From an optimization exercise on the open Yosys and OpenROAD flow, aimed at small area; shortcuts taken in it are not production practice.
Function was checked by simulation only, so behaviour that the tests miss may differ from the original.
No activity file was given, so power comes from the tool's default toggle rates.

<file path="design/flow/config.mk">
export PLATFORM = sky130hd
export DESIGN_NAME = source
export DESIGN_NICKNAME = source
export VERILOG_FILES = /design/flow/design.v
export SDC_FILE = /design/flow/constraint.sdc
export NUM_CORES = 4
export LEC_CHECK = 0
export ABC_AREA = 1
export CAP_MARGIN = 0
export CORE_MARGIN = 2
export CORE_UTILIZATION = 60
export GPL_TIMING_DRIVEN = 0
export SLEW_MARGIN = 0
export SYNTH_HIERARCHICAL = 1
export SYNTH_MINIMUM_KEEP_SIZE = 0
</file>
<file path="design/flow/constraint.sdc">
create_clock -name core_clock -period 5.5 [get_ports {clk}]
set_input_delay 1.1000 -clock core_clock [delete_from_list [all_inputs] [get_ports {clk}]]
set_output_delay 1.1000 -clock core_clock [all_outputs]
set_load 0.01 [all_outputs]
</file>
<file path="design/flow/design.v">
`timescale 1ns / 1ns
module source(copy_memory, instruction, r1, r2, r3, clk);
input wire [11:0] instruction;
input wire clk;
output reg [7:0] r1;
output reg [7:0] r2;
output reg [7:0] r3;
output wire [63:0] copy_memory;
reg [7:0] mem0, mem1, mem2, mem3, mem4, mem5, mem6, mem7;
assign copy_memory = {mem7, mem6, mem5, mem4, mem3, mem2, mem1, mem0};
wire [2:0] op = instruction[11:9];
wire [2:0] fa = instruction[8:6];
wire [2:0] fb = instruction[5:3];
wire [2:0] fd = instruction[2:0];
wire nalu, nalu_a, nalu_b, alu, add, x01, isshift;
wire [3:0] tt;
g_nor3 u_nalu (.a(op[2]), .b(op[1]), .c(op[0]), .y(nalu));      
g_nor3 u_nalu_a (.a(op[2]), .b(op[1]), .c(op[0]), .y(nalu_a));  
g_nor3 u_nalu_b (.a(op[2]), .b(op[1]), .c(op[0]), .y(nalu_b));
g_or3 u_alu (.a(op[2]), .b(op[1]), .c(op[0]), .y(alu));
g_and3 u_add (.a(op[2]), .b(op[1]), .c(op[0]), .y(add));        
g_xor2 u_x01 (.a(op[1]), .b(op[0]), .y(x01));
g_and2 u_sh (.a(op[2]), .b(x01), .y(isshift));                 
g_nor3b u_t0 (.a(op[1]), .b(op[0]), .cn(op[2]), .y(tt[0]));   
g_mux2 u_t2 (.a0(x01), .a1(add), .s(op[2]), .y(tt[2]));       
g_or2 u_t1 (.a(tt[2]), .b(tt[0]), .y(tt[1]));                 
g_nor2b u_t3 (.a(op[2]), .bn(op[1]), .y(tt[3]));              
wire [7:0] sa, sb;
wire [1:0] ha, hb;    
wire [3:0] la, lb;    
g_or2 u_ha0 (.a(nalu_a), .b(fa[2]), .y(ha[0]));
g_nand2b u_ha1 (.an(nalu_a), .b(fa[2]), .y(ha[1]));
g_or2 u_la0 (.a(fa[1]), .b(fa[0]), .y(la[0]));
g_nand2b u_la1 (.an(fa[1]), .b(fa[0]), .y(la[1]));
g_nand2b u_la2 (.an(fa[0]), .b(fa[1]), .y(la[2]));
g_nand2 u_la3 (.a(fa[1]), .b(fa[0]), .y(la[3]));
g_or2 u_hb0 (.a(nalu_b), .b(fb[2]), .y(hb[0]));
g_nand2b u_hb1 (.an(nalu_b), .b(fb[2]), .y(hb[1]));
g_or2 u_lb0 (.a(fb[1]), .b(fb[0]), .y(lb[0]));
g_nand2b u_lb1 (.an(fb[1]), .b(fb[0]), .y(lb[1]));
g_nand2b u_lb2 (.an(fb[0]), .b(fb[1]), .y(lb[2]));
g_nand2 u_lb3 (.a(fb[1]), .b(fb[0]), .y(lb[3]));
genvar k, i;
generate for (k = 0; k < 8; k = k + 1) begin : dec_ab
	g_nor2 u_da (.a(ha[k/4]), .b(la[k%4]), .y(sa[k]));
	g_nor2 u_db (.a(hb[k/4]), .b(lb[k%4]), .y(sb[k]));
end endgenerate
wire [7:0] a, b;
generate for (i = 0; i < 8; i = i + 1) begin : rd
	wire a1, a2, a3, b1, b2, b3;
	g_a222oi u_a1 (.a1(sa[0]), .a2(mem0[i]), .b1(sa[1]), .b2(mem1[i]), .c1(sa[2]), .c2(mem2[i]), .y(a1));
	g_a222oi u_a2 (.a1(sa[3]), .a2(mem3[i]), .b1(sa[4]), .b2(mem4[i]), .c1(sa[5]), .c2(mem5[i]), .y(a2));
	g_a222oi u_a3 (.a1(sa[6]), .a2(mem6[i]), .b1(sa[7]), .b2(mem7[i]), .c1(nalu_a), .c2(r1[i]), .y(a3));
	g_nand3 u_a (.a(a1), .b(a2), .c(a3), .y(a[i]));
	g_a222oi u_b1 (.a1(sb[0]), .a2(mem0[i]), .b1(sb[1]), .b2(mem1[i]), .c1(sb[2]), .c2(mem2[i]), .y(b1));
	g_a222oi u_b2 (.a1(sb[3]), .a2(mem3[i]), .b1(sb[4]), .b2(mem4[i]), .c1(sb[5]), .c2(mem5[i]), .y(b2));
	g_a222oi u_b3 (.a1(sb[6]), .a2(mem6[i]), .b1(sb[7]), .b2(mem7[i]), .c1(nalu_b), .c2(r2[i]), .y(b3));
	g_nand3 u_b (.a(b1), .b(b2), .c(b3), .y(b[i]));
end endgenerate
wire [7:0] lu;
generate for (i = 0; i < 8; i = i + 1) begin : lut
	g_mux4 u_lu (.a0(tt[0]), .a1(tt[1]), .a2(tt[2]), .a3(tt[3]), .s0(b[i]), .s1(a[i]), .y(lu[i]));
end endgenerate
wire [7:0] c, cn, g, gn, t, tn;
g_nand3 u_g0 (.a(add), .b(a[0]), .c(b[0]), .y(cn[1]));
generate for (i = 1; i < 7; i = i + 2) begin : codd
	g_nor2 u_tn (.a(a[i]), .b(b[i]), .y(tn[i]));
	g_nand3 u_gn (.a(add), .b(a[i]), .c(b[i]), .y(gn[i]));
	g_o21ai u_c (.a1(tn[i]), .a2(cn[i]), .b1(gn[i]), .y(c[i+1]));
end endgenerate
generate for (i = 2; i < 7; i = i + 2) begin : ceven
	g_or2 u_t (.a(a[i]), .b(b[i]), .y(t[i]));
	g_and3 u_g (.a(add), .b(a[i]), .c(b[i]), .y(g[i]));
	g_a21oi u_c (.a1(t[i]), .a2(c[i]), .b1(g[i]), .y(cn[i+1]));
end endgenerate
wire [7:0] ln;
g_xor2 u_x1 (.a(lu[1]), .b(cn[1]), .y(ln[1]));
g_xnor2 u_x2 (.a(lu[2]), .b(c[2]), .y(ln[2]));
g_xor2 u_x3 (.a(lu[3]), .b(cn[3]), .y(ln[3]));
g_xnor2 u_x4 (.a(lu[4]), .b(c[4]), .y(ln[4]));
g_xor2 u_x5 (.a(lu[5]), .b(cn[5]), .y(ln[5]));
g_xnor2 u_x6 (.a(lu[6]), .b(c[6]), .y(ln[6]));
g_xor2 u_x7 (.a(lu[7]), .b(cn[7]), .y(ln[7]));
wire [2:0] sn, sp;
wire hi, big, en;
generate for (i = 0; i < 3; i = i + 1) begin : samt
	g_mux2i u_s (.a0(fb[i]), .a1(b[i]), .s(op[0]), .y(sn[i]));
	g_inv u_si (.a(sn[i]), .y(sp[i]));
end endgenerate
g_nor4 u_hi (.a(b[7]), .b(b[6]), .c(b[5]), .d(b[4]), .y(hi));     
g_or2b u_big (.a(b[3]), .bn(hi), .y(big));                     
g_a21boi u_en (.a1(op[0]), .a2(big), .b1n(isshift), .y(en));     
wire [7:0] d;
wire [1:0] hd;    
wire [3:0] ld;    
g_nand2 u_hd0 (.a(en), .b(sn[2]), .y(hd[0]));
g_nand2 u_hd1 (.a(en), .b(sp[2]), .y(hd[1]));
g_nand2 u_ld0 (.a(sn[1]), .b(sn[0]), .y(ld[0]));
g_nand2 u_ld1 (.a(sn[1]), .b(sp[0]), .y(ld[1]));
g_nand2 u_ld2 (.a(sp[1]), .b(sn[0]), .y(ld[2]));
g_nand2 u_ld3 (.a(sp[1]), .b(sp[0]), .y(ld[3]));
generate for (k = 0; k < 8; k = k + 1) begin : sdec
	g_nor2 u_d (.a(hd[k/4]), .b(ld[k%4]), .y(d[k]));
end endgenerate
wire [7:0] res;
wire r0n;
g_a221oi u_r0 (.a1(d[0]), .a2(a[0]), .b1(nalu), .b2(instruction[0]), .c1(lu[0]), .y(r0n));
g_inv u_r0i (.a(r0n), .y(res[0]));
wire r1a;
g_a222oi u_r1a (.a1(d[0]), .a2(a[1]), .b1(d[1]), .b2(a[0]), .c1(nalu), .c2(instruction[1]), .y(r1a));
g_nand2 u_r1 (.a(r1a), .b(ln[1]), .y(res[1]));
wire r2a, r2b;
g_a222oi u_r2a (.a1(d[0]), .a2(a[2]), .b1(d[1]), .b2(a[1]), .c1(d[2]), .c2(a[0]), .y(r2a));
g_nand2 u_r2b (.a(nalu), .b(instruction[2]), .y(r2b));
g_nand3 u_r2 (.a(r2a), .b(r2b), .c(ln[2]), .y(res[2]));
wire r3a, r3b;
g_a222oi u_r3a (.a1(d[0]), .a2(a[3]), .b1(d[1]), .b2(a[2]), .c1(d[2]), .c2(a[1]), .y(r3a));
g_a22oi u_r3b (.a1(d[3]), .a2(a[0]), .b1(nalu), .b2(instruction[3]), .y(r3b));
g_nand3 u_r3 (.a(r3a), .b(r3b), .c(ln[3]), .y(res[3]));
wire r4a, r4b;
g_a222oi u_r4a (.a1(d[0]), .a2(a[4]), .b1(d[1]), .b2(a[3]), .c1(d[2]), .c2(a[2]), .y(r4a));
g_a222oi u_r4b (.a1(d[3]), .a2(a[1]), .b1(d[4]), .b2(a[0]), .c1(nalu), .c2(instruction[4]), .y(r4b));
g_nand3 u_r4 (.a(r4a), .b(r4b), .c(ln[4]), .y(res[4]));
wire r5a, r5b, r5c;
g_a222oi u_r5a (.a1(d[0]), .a2(a[5]), .b1(d[1]), .b2(a[4]), .c1(d[2]), .c2(a[3]), .y(r5a));
g_a222oi u_r5b (.a1(d[3]), .a2(a[2]), .b1(d[4]), .b2(a[1]), .c1(d[5]), .c2(a[0]), .y(r5b));
g_nand2 u_r5c (.a(nalu), .b(instruction[5]), .y(r5c));
g_nand4 u_r5 (.a(r5a), .b(r5b), .c(r5c), .d(ln[5]), .y(res[5]));
wire r6a, r6b, r6c;
g_a222oi u_r6a (.a1(d[0]), .a2(a[6]), .b1(d[1]), .b2(a[5]), .c1(d[2]), .c2(a[4]), .y(r6a));
g_a222oi u_r6b (.a1(d[3]), .a2(a[3]), .b1(d[4]), .b2(a[2]), .c1(d[5]), .c2(a[1]), .y(r6b));
g_nand2 u_r6c (.a(d[6]), .b(a[0]), .y(r6c));
g_nand4 u_r6 (.a(r6a), .b(r6b), .c(r6c), .d(ln[6]), .y(res[6]));
wire r7a, r7b, r7c;
g_a222oi u_r7a (.a1(d[0]), .a2(a[7]), .b1(d[1]), .b2(a[6]), .c1(d[2]), .c2(a[5]), .y(r7a));
g_a222oi u_r7b (.a1(d[3]), .a2(a[4]), .b1(d[4]), .b2(a[3]), .c1(d[5]), .c2(a[2]), .y(r7b));
g_a22oi u_r7c (.a1(d[6]), .a2(a[1]), .b1(d[7]), .b2(a[0]), .y(r7c));
g_nand4 u_r7 (.a(r7a), .b(r7b), .c(r7c), .d(ln[7]), .y(res[7]));
wire [2:0] wn, wp;
wire [7:0] we;
generate for (i = 0; i < 3; i = i + 1) begin : wadr
	g_mux2i u_w (.a0(fd[i]), .a1(fa[i]), .s(nalu), .y(wn[i]));
	g_inv u_wi (.a(wn[i]), .y(wp[i]));
end endgenerate
wire [3:0] lw;    
g_nand2 u_lw0 (.a(wn[1]), .b(wn[0]), .y(lw[0]));
g_nand2 u_lw1 (.a(wn[1]), .b(wp[0]), .y(lw[1]));
g_nand2 u_lw2 (.a(wp[1]), .b(wn[0]), .y(lw[2]));
g_nand2 u_lw3 (.a(wp[1]), .b(wp[0]), .y(lw[3]));
generate for (k = 0; k < 8; k = k + 1) begin : wdec
	g_nor2 u_we (.a(k[2] ? wn[2] : wp[2]), .b(lw[k%4]), .y(we[k]));
end endgenerate
always @(posedge clk) begin
	r1 <= a;
	r2 <= b;
	if (alu) r3 <= res;
	if (we[0]) mem0 <= res;
	if (we[1]) mem1 <= res;
	if (we[2]) mem2 <= res;
	if (we[3]) mem3 <= res;
	if (we[4]) mem4 <= res;
	if (we[5]) mem5 <= res;
	if (we[6]) mem6 <= res;
	if (we[7]) mem7 <= res;
end
endmodule
module g_inv(input a, output y);
	assign y = ~a;
endmodule
module g_or2(input a, input b, output y);
	assign y = a | b;
endmodule
module g_nor2b(input a, input bn, output y);
	assign y = ~a & bn;
endmodule
module g_nor3b(input a, input b, input cn, output y);
	assign y = ~a & ~b & cn;
endmodule
module g_xor2(input a, input b, output y);
	assign y = a ^ b;
endmodule
module g_mux2(input a0, input a1, input s, output y);
	assign y = s ? a1 : a0;
endmodule
module g_mux2i(input a0, input a1, input s, output y);
	assign y = ~(s ? a1 : a0);
endmodule
module g_or2b(input a, input bn, output y);
	assign y = a | ~bn;
endmodule
module g_nand2(input a, input b, output y);
	assign y = ~(a & b);
endmodule
module g_nand3(input a, input b, input c, output y);
	assign y = ~(a & b & c);
endmodule
module g_nand4(input a, input b, input c, input d, output y);
	assign y = ~(a & b & c & d);
endmodule
module g_nor3(input a, input b, input c, output y);
	assign y = ~(a | b | c);
endmodule
module g_nor4(input a, input b, input c, input d, output y);
	assign y = ~(a | b | c | d);
endmodule
module g_and2(input a, input b, output y);
	assign y = a & b;
endmodule
module g_and3(input a, input b, input c, output y);
	assign y = a & b & c;
endmodule
module g_a21oi(input a1, input a2, input b1, output y);
	assign y = ~(a1 & a2 | b1);
endmodule
module g_o21ai(input a1, input a2, input b1, output y);
	assign y = ~((a1 | a2) & b1);
endmodule
module g_a21boi(input a1, input a2, input b1n, output y);
	assign y = ~(a1 & a2 | ~b1n);
endmodule
module g_nor2(input a, input b, output y);
	assign y = ~(a | b);
endmodule
module g_or3(input a, input b, input c, output y);
	assign y = a | b | c;
endmodule
module g_nand2b(input an, input b, output y);
	assign y = an | ~b;
endmodule
module g_and4(input a, input b, input c, input d, output y);
	assign y = a & b & c & d;
endmodule
module g_xnor2(input a, input b, output y);
	assign y = ~(a ^ b);
endmodule
module g_a22oi(input a1, input a2, input b1, input b2, output y);
	assign y = ~(a1 & a2 | b1 & b2);
endmodule
module g_a221oi(input a1, input a2, input b1, input b2, input c1, output y);
	assign y = ~(a1 & a2 | b1 & b2 | c1);
endmodule
module g_a222oi(input a1, input a2, input b1, input b2, input c1, input c2, output y);
	assign y = ~(a1 & a2 | b1 & b2 | c1 & c2);
endmodule
module g_mux4(input a0, input a1, input a2, input a3, input s0, input s1, output y);
	assign y = s1 ? (s0 ? a3 : a2) : (s0 ? a1 : a0);
endmodule
</file>
<file path="design/flow/flow/run.sh">
#!/bin/bash
# The standard ORFS layout (standard.sh) with these changes:
#  - ABC maps for area only (flow/abc_area.script: no buffering or upsizing);
#    synthesis is otherwise the standard one, so the registers are unchanged;
#  - the weak *_0 cells are added to the platform's don't-use list (flow/dont_use.txt
#    is the platform's list plus those), so each gate gets its _1 cell of equal area;
#  - port buffers are the smallest buffer, sky130_fd_sc_hd__buf_1;
#  - clock tree synthesis adds no dummy loads.
# Each ORFS step writes its full log under orfs/logs; make's output goes to make_finish.log.
set -euo pipefail
W=$PWD
SD=$W/scripts_mod
rm -rf "$SD"
cp -r "$FLOW_HOME/scripts" "$SD"
cp "$W/flow/abc_area.script" "$SD/abc_area.script"
bash "$W/standard.sh" SCRIPTS_DIR="$SD" \
  DONT_USE_CELLS="$(cat "$W/flow/dont_use.txt")" \
  BUFFER_PORTS_ARGS="-buffer_cell sky130_fd_sc_hd__buf_1" \
  CTS_ARGS="-sink_clustering_enable -repair_clock_nets -dont_use_dummy_load" \
  finish > "$W/make_finish.log" 2>&1
</file>
<file path="design/flow/flow/abc_area.script">
strash
&get -n
&st
&dch
&nf -a
&put
topo
</file>
<file path="design/flow/flow/dont_use.txt">
sky130_fd_sc_hd__probe_p_8 sky130_fd_sc_hd__probec_p_8 sky130_fd_sc_hd__lpflow_bleeder_1 sky130_fd_sc_hd__lpflow_clkbufkapwr_1 sky130_fd_sc_hd__lpflow_clkbufkapwr_16 sky130_fd_sc_hd__lpflow_clkbufkapwr_2 sky130_fd_sc_hd__lpflow_clkbufkapwr_4 sky130_fd_sc_hd__lpflow_clkbufkapwr_8 sky130_fd_sc_hd__lpflow_clkinvkapwr_1 sky130_fd_sc_hd__lpflow_clkinvkapwr_16 sky130_fd_sc_hd__lpflow_clkinvkapwr_2 sky130_fd_sc_hd__lpflow_clkinvkapwr_4 sky130_fd_sc_hd__lpflow_clkinvkapwr_8 sky130_fd_sc_hd__lpflow_decapkapwr_12 sky130_fd_sc_hd__lpflow_decapkapwr_3 sky130_fd_sc_hd__lpflow_decapkapwr_4 sky130_fd_sc_hd__lpflow_decapkapwr_6 sky130_fd_sc_hd__lpflow_decapkapwr_8 sky130_fd_sc_hd__lpflow_inputiso0n_1 sky130_fd_sc_hd__lpflow_inputiso0p_1 sky130_fd_sc_hd__lpflow_inputiso1n_1 sky130_fd_sc_hd__lpflow_inputiso1p_1 sky130_fd_sc_hd__lpflow_inputisolatch_1 sky130_fd_sc_hd__lpflow_isobufsrc_1 sky130_fd_sc_hd__lpflow_isobufsrc_16 sky130_fd_sc_hd__lpflow_isobufsrc_2 sky130_fd_sc_hd__lpflow_isobufsrc_4 sky130_fd_sc_hd__lpflow_isobufsrc_8 sky130_fd_sc_hd__lpflow_isobufsrckapwr_16 sky130_fd_sc_hd__lpflow_lsbuf_lh_hl_isowell_tap_1 sky130_fd_sc_hd__lpflow_lsbuf_lh_hl_isowell_tap_2 sky130_fd_sc_hd__lpflow_lsbuf_lh_hl_isowell_tap_4 sky130_fd_sc_hd__lpflow_lsbuf_lh_isowell_4 sky130_fd_sc_hd__lpflow_lsbuf_lh_isowell_tap_1 sky130_fd_sc_hd__lpflow_lsbuf_lh_isowell_tap_2 sky130_fd_sc_hd__lpflow_lsbuf_lh_isowell_tap_4 sky130_fd_sc_hd__a2111oi_0 sky130_fd_sc_hd__a21boi_0 sky130_fd_sc_hd__and2_0 sky130_fd_sc_hd__einvn_0 sky130_fd_sc_hd__o21ai_0 sky130_fd_sc_hd__o311ai_0 sky130_fd_sc_hd__or2_0
</file>
<file path="design/flow/standard.sh">
#!/bin/bash
# synth_recipe.tcl (not shown) runs the flow's synth.tcl, then flattens the netlist and writes it again
# the make line also repeats each setting of config.mk as NAME=value (left out here)
make -C /OpenROAD-flow-scripts/flow DESIGN_CONFIG=/design/flow/config.mk WORK_HOME=/design/flow/orfs CLKGATE_MAP_FILE= SYNTH_SCRIPT=/design/flow/synth_recipe.tcl "${@:-finish}"
</file>
==> run notes, run 1 <==
NetSw=slightly below 500 uW; Slew Limit Fails=0; Sequential Power Share=0.556; crit-path cells=buf_1 > nor3_4 > or2_1 > nor2_1 > a222oi_1 > nand3_1 > nor4_1 > nand2b_1 > a21boi_1 > nand2_1 > nor2_1 > a222oi_1 > nand4_1; initial DRC count=859; Ports=a little over 100; clk sinks=88; Clk Latency, worst-skew pair=0.37 ns; CTS Buf Count=9; FILL cells=463; Final Skew=~0.028 ns; Final min period=5.321 ns; synth warn=7; Max VDD drop=roughly 0.3 mV; hold_buf cts=0; share of cells above drive strength 1=0.05736; Area growth syn-to-layout=15.90%; FP Rows=29; Sw Ratio=0.3154; post-synth net total=304; worst hold path type=reg -> reg; Final Hold Slack=0.6380 ns; routed via count=roughly 3700; Antenna Cells=0; IO buf count=100; Worst-Margin Slew=1.252 ns; status=finished clean; DRC Markers=0; Final Hold Fails=0; worst path buffer plus inverter count=1; clock power share=0.225; sequential-to-total area share from yosys stat=0.6247; clock buffer depth=2; Final WS setup=0.1795 ns; crit start category=primary input; remaining global-route overflow=0; Cells after Synth=just under 300; die area=7290 sq um; crit path DAT=5.38 ns; pre-CTS setup slack=-0.6687 ns; Comb power frac=0.219; final period utilization=0.9674; CP delay by family, top=simple AND/OR/NAND/NOR gates; Slew HR=0.1592; Worst Path Required=5.56 ns; maxcap violations=0; placer congestion estimate=0.8900; Initial DRT Pass Iterations=9; crit path max fanout=10; Antenna Nets Post-Route=0; CTS tree=yes; H-tree depth=3; Power Density=341.7 nW/um^2; Cell Area, Synth=3974 sq um; most frequent cells in the layout=99 x buf_1, 72 x edfxtp_1, 59 x a222oi_1, 33 x nor2_1, 23 x nand3_1; Final nets=approximately 420; first-pass GRT wire length=19.33 mm; vias in the first global route=between 3000 and 4000; Synth Area per Inst=around 14 sq um; Initial Utilization=0.6223; final WL=13.40 mm; Die Y=85.38 um; total power=1.574 mW; CP Capture Type=flip-flop; root buf cell=clkbuf_8; Slowest-stage cell, CP=a222oi_1; pin count of the biggest net entering global routing=15; Core Region=6386 sq um; Die X=between 80 and 90 um; overall routing resource usage=0.3644; vias per inst=7.690; Worst-path clk slew=about 0.060 ns; Synth Register Bits=88; drt wl/cell=28.03 um; initial antenna violation count=0; most common cell after layout, fill and taps aside=buf_1; Setup-failing EPs final=0; slowest stage delay, CP=0.83 ns; CP Class=in -> reg; RSZ-0062 raised after global routing=no; detailed placement HPWL=9.424 mm; Total Neg Setup Slack=0 ns; P_int=1.077 mW; Yosys cell types=27; f_max=188.0 MHz; Leakage=1.482 nW
## power groups by stage
stage	Combinational [mW]	Sequential, mW	Clock, mW
floorplan	0.160	0.910	0
global placement	0.320	0.883	0
detailed placement	0.329	0.887	0
CTS	0.331	0.873	0.348
global route	0.360	0.880	0.368
finish	0.344	0.875	0.354
## logic make-up (layout without fill, tap and decap cells)
logic type                count (synthesis)  count (layout)  synth area share
AOI/OAI and AO/OA                        69              69            0.1640
muxes                                    15              15           0.06329
DFF                                      88              88            0.6247
and+or+nand+nor                         104             104            0.1237
buffers and inverters                     7             117          0.006613
xor gates and xnor gates                  8               8           0.01763
## state kept, by name, summed over array words and instances (netlist names)
register  count
mem6          8
r1            8
mem7          8
mem0          8
mem5          8
mem2          8
r3            8
mem4          8
r2            8
mem3          8
mem1          8
## stage by stage
| stage | instance area, sq um | std cells | utilization |
|---|---|---|---|
| after floorplan | 3974 | 291 | - |
| after global placement | 4446 | 468 | 0.6961 |
| after detailed placement | 4446 | 468 | 0.6961 |
| after CTS | 4579 | 477 | 0.7171 |
| after global routing | 4606 | 478 | 0.7212 |
| final | 4606 | 478 | 0.7212 |
## repair_timing
item	4_1_cts	5_1_grt
cloned	0	0
pin swaps	0	1
resized for setup	2	5
buffers inserted	0	1
setup endpoints to repair	25	23
## Yosys stat by module (local to each module, per instance), excerpt
| module | cells | times used | flops+latches | cell area, sq um |
|---|---|---|---|---|
| g_mux2i | 1 | 6 | 0 | 10.01 |
| g_a222oi | 1 | 59 | 0 | 10.01 |
| g_nor3 | 1 | 3 | 0 | 5.005 |
| g_a221oi | 1 | 1 | 0 | 8.758 |
| g_and2 | 1 | 1 | 0 | 6.256 |
| g_xor2 | 1 | 5 | 0 | 8.758 |
| g_o21ai | 1 | 3 | 0 | 5.005 |
| g_nor2 | 1 | 35 | 0 | 3.754 |
| g_or2b | 1 | 1 | 0 | 6.256 |
| g_nor4 | 1 | 1 | 0 | 6.256 |
## cell type report
cell class | instances | area, sq um | share of cell area
clock buffers | 9 | 123.9 | 0.02689
inverters | 7 | 26.28 | 0.005705
multi-input cells | 196 | 1493 | 0.3241
flip-flops and latches | 88 | 2482 | 0.5390
well taps | 77 | 96.34 | 0.02092
repair buffers | 101 | 384.1 | 0.08340
## tightest hold or removal path: stages (launching register included)
cell and delay [ns]:
dfxtp_1 0.34, a222oi_1 0.09, nand3_1 0.15
## synth_stat cells (all sizes together)
library cell   n  area (sq um)
nor3           3         15.01
mux2           1         11.26
or2            8         50.05
nor3b          1         7.510
mux4           8         180.2
a222oi        59         590.6
a21oi          3         15.01
nand2b         7         43.79
xor2           5         43.79
and2           1         6.260
mux2i          6         60.06
nor2b          1         6.260
nor4           1         6.260
a22oi          2         15.01
nand4          3         18.77
clkinv         7         26.28
and3           4         25.02
nand2         16         60.06
dfxtp         16         320.3
nand3         23         115.1
xnor2          3         26.28
nor2          35         131.4
edfxtp        72          2162
o21ai          3         15.01
or3            1         6.260
a221oi         1         8.760
a21boi         1         7.510
## path summary, 6_finish.rpt
kind                   startpoint  endpoint  slack (ns)  cells after the start
hold / removal              r1[7]     r1[7]        0.64                      2
setup reg to reg          mem3[1]   mem1[7]        1.52                     11
setup / recovery  instruction[10]   mem3[6]        0.18                     13
hold reg to reg             r1[7]     r1[7]        0.64                      2
## routing by layer
| layer | vias up | global-route usage | wire length, um |
|---|---|---|---|
| li1 | 1495 | - | - |
| met5 | - | 0 | 0 |
| met3 | 52 | 0.07296 | 2144 |
| met1 | 1731 | 0.5119 | 4590 |
| met4 | 0 | 0.1703 | 552 |
| met2 | 398 | 0.5518 | 6113 |
==> inputs of run 2 (changes only) <==
--- a/design/flow/design.v
+++ b/design/flow/design.v
@@ -14,3 +14,3 @@
 wire [2:0] fd = instruction[2:0];
-wire nalu, nalu_a, nalu_b, alu, add, x01, isshift;
+wire nalu, nalu_a, nalu_b, alu, alu_d, add, x01, isshift;
 wire [3:0] tt;
@@ -20,2 +20,3 @@
 g_or3 u_alu (.a(op[2]), .b(op[1]), .c(op[0]), .y(alu));
+g_or3 u_alu_d (.a(op[2]), .b(op[1]), .c(op[0]), .y(alu_d));    
 g_and3 u_add (.a(op[2]), .b(op[1]), .c(op[0]), .y(add));        
@@ -30,4 +31,4 @@
 wire [3:0] la, lb;    
-g_or2 u_ha0 (.a(nalu_a), .b(fa[2]), .y(ha[0]));
-g_nand2b u_ha1 (.an(nalu_a), .b(fa[2]), .y(ha[1]));
+g_nand2b u_ha0 (.an(fa[2]), .b(alu_d), .y(ha[0]));
+g_nand2 u_ha1 (.a(alu_d), .b(fa[2]), .y(ha[1]));
 g_or2 u_la0 (.a(fa[1]), .b(fa[0]), .y(la[0]));
@@ -36,4 +37,4 @@
 g_nand2 u_la3 (.a(fa[1]), .b(fa[0]), .y(la[3]));
-g_or2 u_hb0 (.a(nalu_b), .b(fb[2]), .y(hb[0]));
-g_nand2b u_hb1 (.an(nalu_b), .b(fb[2]), .y(hb[1]));
+g_nand2b u_hb0 (.an(fb[2]), .b(alu_d), .y(hb[0]));
+g_nand2 u_hb1 (.a(alu_d), .b(fb[2]), .y(hb[1]));
 g_or2 u_lb0 (.a(fb[1]), .b(fb[0]), .y(lb[0]));
==> run notes, run 2 <==
FILL cells=470 (+1.5%); die area=7292 sq um (about the same); Initial Utilization=0.6225 (about the same); Worst Path Required=5.40 ns (-0.16 ns); detailed placement HPWL=9.340 mm (-0.89%); Final min period=5.274 ns (-0.04626 ns); clk sinks=88 (unchanged); Die Y=85.40 um (about the same); Die X=85.40 um (about the same); CTS Buf Count=9 (unchanged); Sequential cell area=2482 sq um (unchanged); Power Density=341.4 nW/um^2 (about the same); Antenna Nets Post-Route=0 (unchanged); Core Region=6386 sq um (unchanged); total instance count after detailed placement=469 (+0.21%); Cell Area, Synth=3975 sq um (about the same); Final nets=416 (unchanged); overall routing resource usage=0.3600 (-0.004452); Final Skew=0.02621 ns (-0.002023 ns); vias in the first global route=3290 (-2.1%); Max VDD drop=0.2491 mV (-15%); PostCTS Resize Cnt=0 (-2); Cells after Synth=292 (+0.34%); non-filler cells, final=478 (unchanged); Ports=101 (unchanged); status=finished clean; Yosys cell types=27 (unchanged); number of synthesized flops with an enable pin=72 (unchanged); Worst-path clk slew=0.07 ns (about the same); vias per inst=7.485 (-2.7%); NetSw=486.3 uW (-2.0%); Sw Ratio=0.3112 (-0.004204); crit path DAT=5.17 ns (-0.21 ns); H-tree depth=3 (unchanged); drt wl/cell=27.13 um (-3.2%); share of cells above drive strength 1=0.04738 (-0.009975); total power=1.563 mW (-0.69%); Yosys top cell by area=edfxtp_1; maxcap violations=0 (unchanged); Comb power frac=0.216 (-0.003); crit path max fanout=12 (+2); initial antenna violation count=0 (unchanged); ys flop type=edfxtp_1; hold_buf cts=0 (unchanged); most frequent cells in the layout=100 x buf_1, 72 x edfxtp_1, 59 x a222oi_1, 34 x nor2_1, 22 x nand3_1; synth warn=7 (unchanged); clock power share=0.224 (about the same); DRC Markers=0 (unchanged); most common cell after layout, fill and taps aside=buf_1; Area growth syn-to-layout=15.17%; f_max=189.6 MHz (+0.88%); Post-synth ARST share=0 (unchanged); sequential-to-total area share from yosys stat=0.6245 (about the same); Antenna Cells=0 (unchanged); routed via count=3578 (-2.7%); RSZ-0062 raised after global routing=no; Worst-Margin Slew=1.233 ns (-0.01886 ns); Slew Limit Fails=0 (unchanged); Post-CTS Setup Repair Bufs=0 (unchanged); worst hold path type=reg -> reg; most numerous cell in the Yosys netlist=edfxtp_1; Leakage=1.475 nW (-0.46%); Slew HR=0.1719 (+0.01267); clock buffer depth=2 (unchanged); area occupied by multi-input gates=1474 sq um (-1.3%); final WL=12.97 mm (-3.2%); CP Capture Type=flip-flop; P_int=1.077 mW (about the same); initial DRC count=751 (-13%); Synth top cells by count=72 x edfxtp_1, 59 x a222oi_1, 35 x nor2_1, 23 x nand3_1, 18 x nand2_1; Final Hold Fails=0 (unchanged); Synth Register Bits=88 (unchanged); Synth top area share=0.5439 (about the same); final period utilization=0.9590 (-0.008410); post-synth net total=305 (+0.33%); Sequential Power Share=0.560 (+0.004); FP Rows=29 (unchanged); crit start category=primary input; placer congestion estimate=0.9372 (+5.3%); CTS tree=yes; IO buf count=100 (unchanged); Initial DRT Pass Iterations=7 (-2); Setup-failing EPs final=0 (unchanged); CP Class=in -> reg; first-pass GRT wire length=19.01 mm (-1.6%); Clk Latency, worst-skew pair=0.36 ns (about the same); pin count of the biggest net entering global routing=17 (+2); Area contributors post-synth=edfxtp_1 54%, a222oi_1 15%, dfxtp_1 8.1%; root buf cell=clkbuf_8; remaining global-route overflow=0 (unchanged); Synth Area per Inst=13.61 sq um (-0.31%)
run 2: layout make-up:
type,count,share of cell area
inverters,7,0.005739
clock buffers,9,0.02706
repair buffers,100,0.08199
flip-flops and latches,88,0.5422
multi-input cells,197,0.3219
well taps,77,0.02104
run 2: cell families after synthesis:
kind of cell | Yosys count | synth area share
compound gates | 69 | 0.1640
xor+xnor | 8 | 0.01763
buf+inv | 7 | 0.006611
flops | 88 | 0.6245
mux | 15 | 0.06327
simple gates | 105 | 0.1240
run 2: modules after synthesis (local to each module, per instance), excerpt:
| module | cell area [sq um] | flip-flops and latches |
|---|---|---|
| g_mux2i | 10.01 | 0 |
| g_a222oi | 10.01 | 0 |
| g_a221oi | 8.758 | 0 |
| g_a21boi | 7.507 | 0 |
| g_a22oi | 7.507 | 0 |
| g_nor3b | 7.507 | 0 |
| g_nor4 | 6.256 | 0 |
| g_or2 | 6.256 | 0 |
| g_nand4 | 6.256 | 0 |
| g_nand2b | 6.256 | 0 |
| g_nor2b | 6.256 | 0 |
| g_or2b | 6.256 | 0 |
| g_o21ai | 5.005 | 0 |
| g_inv | 3.754 | 0 |
run 2: critical path, cell delays in order:
cell and delay (ns):
buf_1 0.24, or3_1 0.45, nand2b_1 0.16, nor2_1 0.17
a222oi_1 0.70, nand3_2 0.39, nor2_1 0.20, o21ai_1 0.15
a21oi_1 0.27, o21ai_1 0.15, a21oi_1 0.23, o21ai_1 0.14
a21oi_1 0.17, xor2_1 0.19, nand4_1 0.46
run 2: per-stage QoR:
stage          utilization  hold slack [ns]  instance area, sq um  setup WS [ns]  setup TNS (ns)
6_report            0.7169           0.6372                  4578         0.2257               0
4_1_cts             0.7157           0.6362                  4571         0.3061               0
5_1_grt             0.7169           0.6564                  4578        0.06453               0
3_3_place_gp        0.6963           0.6115                  4447        0.04312               0
3_5_place_dp        0.6963           0.6192                  4447       -0.04318         -0.3847
2_1_floorplan            -           0.6032                  3975          1.389               0
run 2: path summary, 6_finish.rpt:
kind	startpoint	endpoint	slack, ns	cells after the start
setup / recovery	instruction[9]	mem4[7]	0.23	15
hold / removal	r2[7]	r2[7]	0.64	2
setup reg to reg	mem3[1]	mem4[7]	1.61	11
hold reg to reg	r2[7]	r2[7]	0.64	2
run 2: routing by layer:
layer	share of wire	vias up	track usage	wire length, um
li1	-	1489	-	-
met1	0.36	1725	0.4973	4656
met2	0.46	329	0.5313	5929
met3	0.15	35	0.1187	1966
met4	0.032	0	0.1457	414
met5	0	-	0	0
run 2: power by group through the flow:
stage / Clock (mW) / Combinational (mW) / Sequential (mW)
floorplan: 0 / 0.160 / 0.910
global placement: 0 / 0.322 / 0.882
detailed placement: 0 / 0.329 / 0.887
CTS: 0.350 / 0.330 / 0.873
global route: 0.375 / 0.357 / 0.881
finish: 0.350 / 0.338 / 0.875

[port drivers added, routing unchanged]
The flow's constraints put no driver on any port. The routed layouts listed below were extracted and timed again, unchanged, in two steps. Step 1: set_driving_cell puts a clkbuf_16 on clk and a buf_2 on each other input, an assumption about the parent block. Step 2 adds t to the input delays and takes it off the output delays; t is the mean of the earliest and latest rising clock arrival at the registers after step 1. Input paths then give back, and output paths get back, about the clock's delay inside the block. Three values: ideal, step 1, step 2; two values: the first two.
run | shift t [ns] | slack for setup (ns) | hold WS [ns] | worst setup path at the end | cell pins on the clock port's net
run 1 | 0.385 | 0.179 / 0.190 / -0.195 | 0.638 / 0.638 / 0.638 | input to register | 1
run 2 | 0.379 | 0.226 / 0.237 / -0.142 | 0.637 / 0.637 / 0.637 | input to register | 1
Met with ideal ports but missed after step 2: setup timing in run 1 and run 2. The setup slack of run 1, which loses most, moves by +0.011 ns with the drivers and by -0.374 ns with both steps.
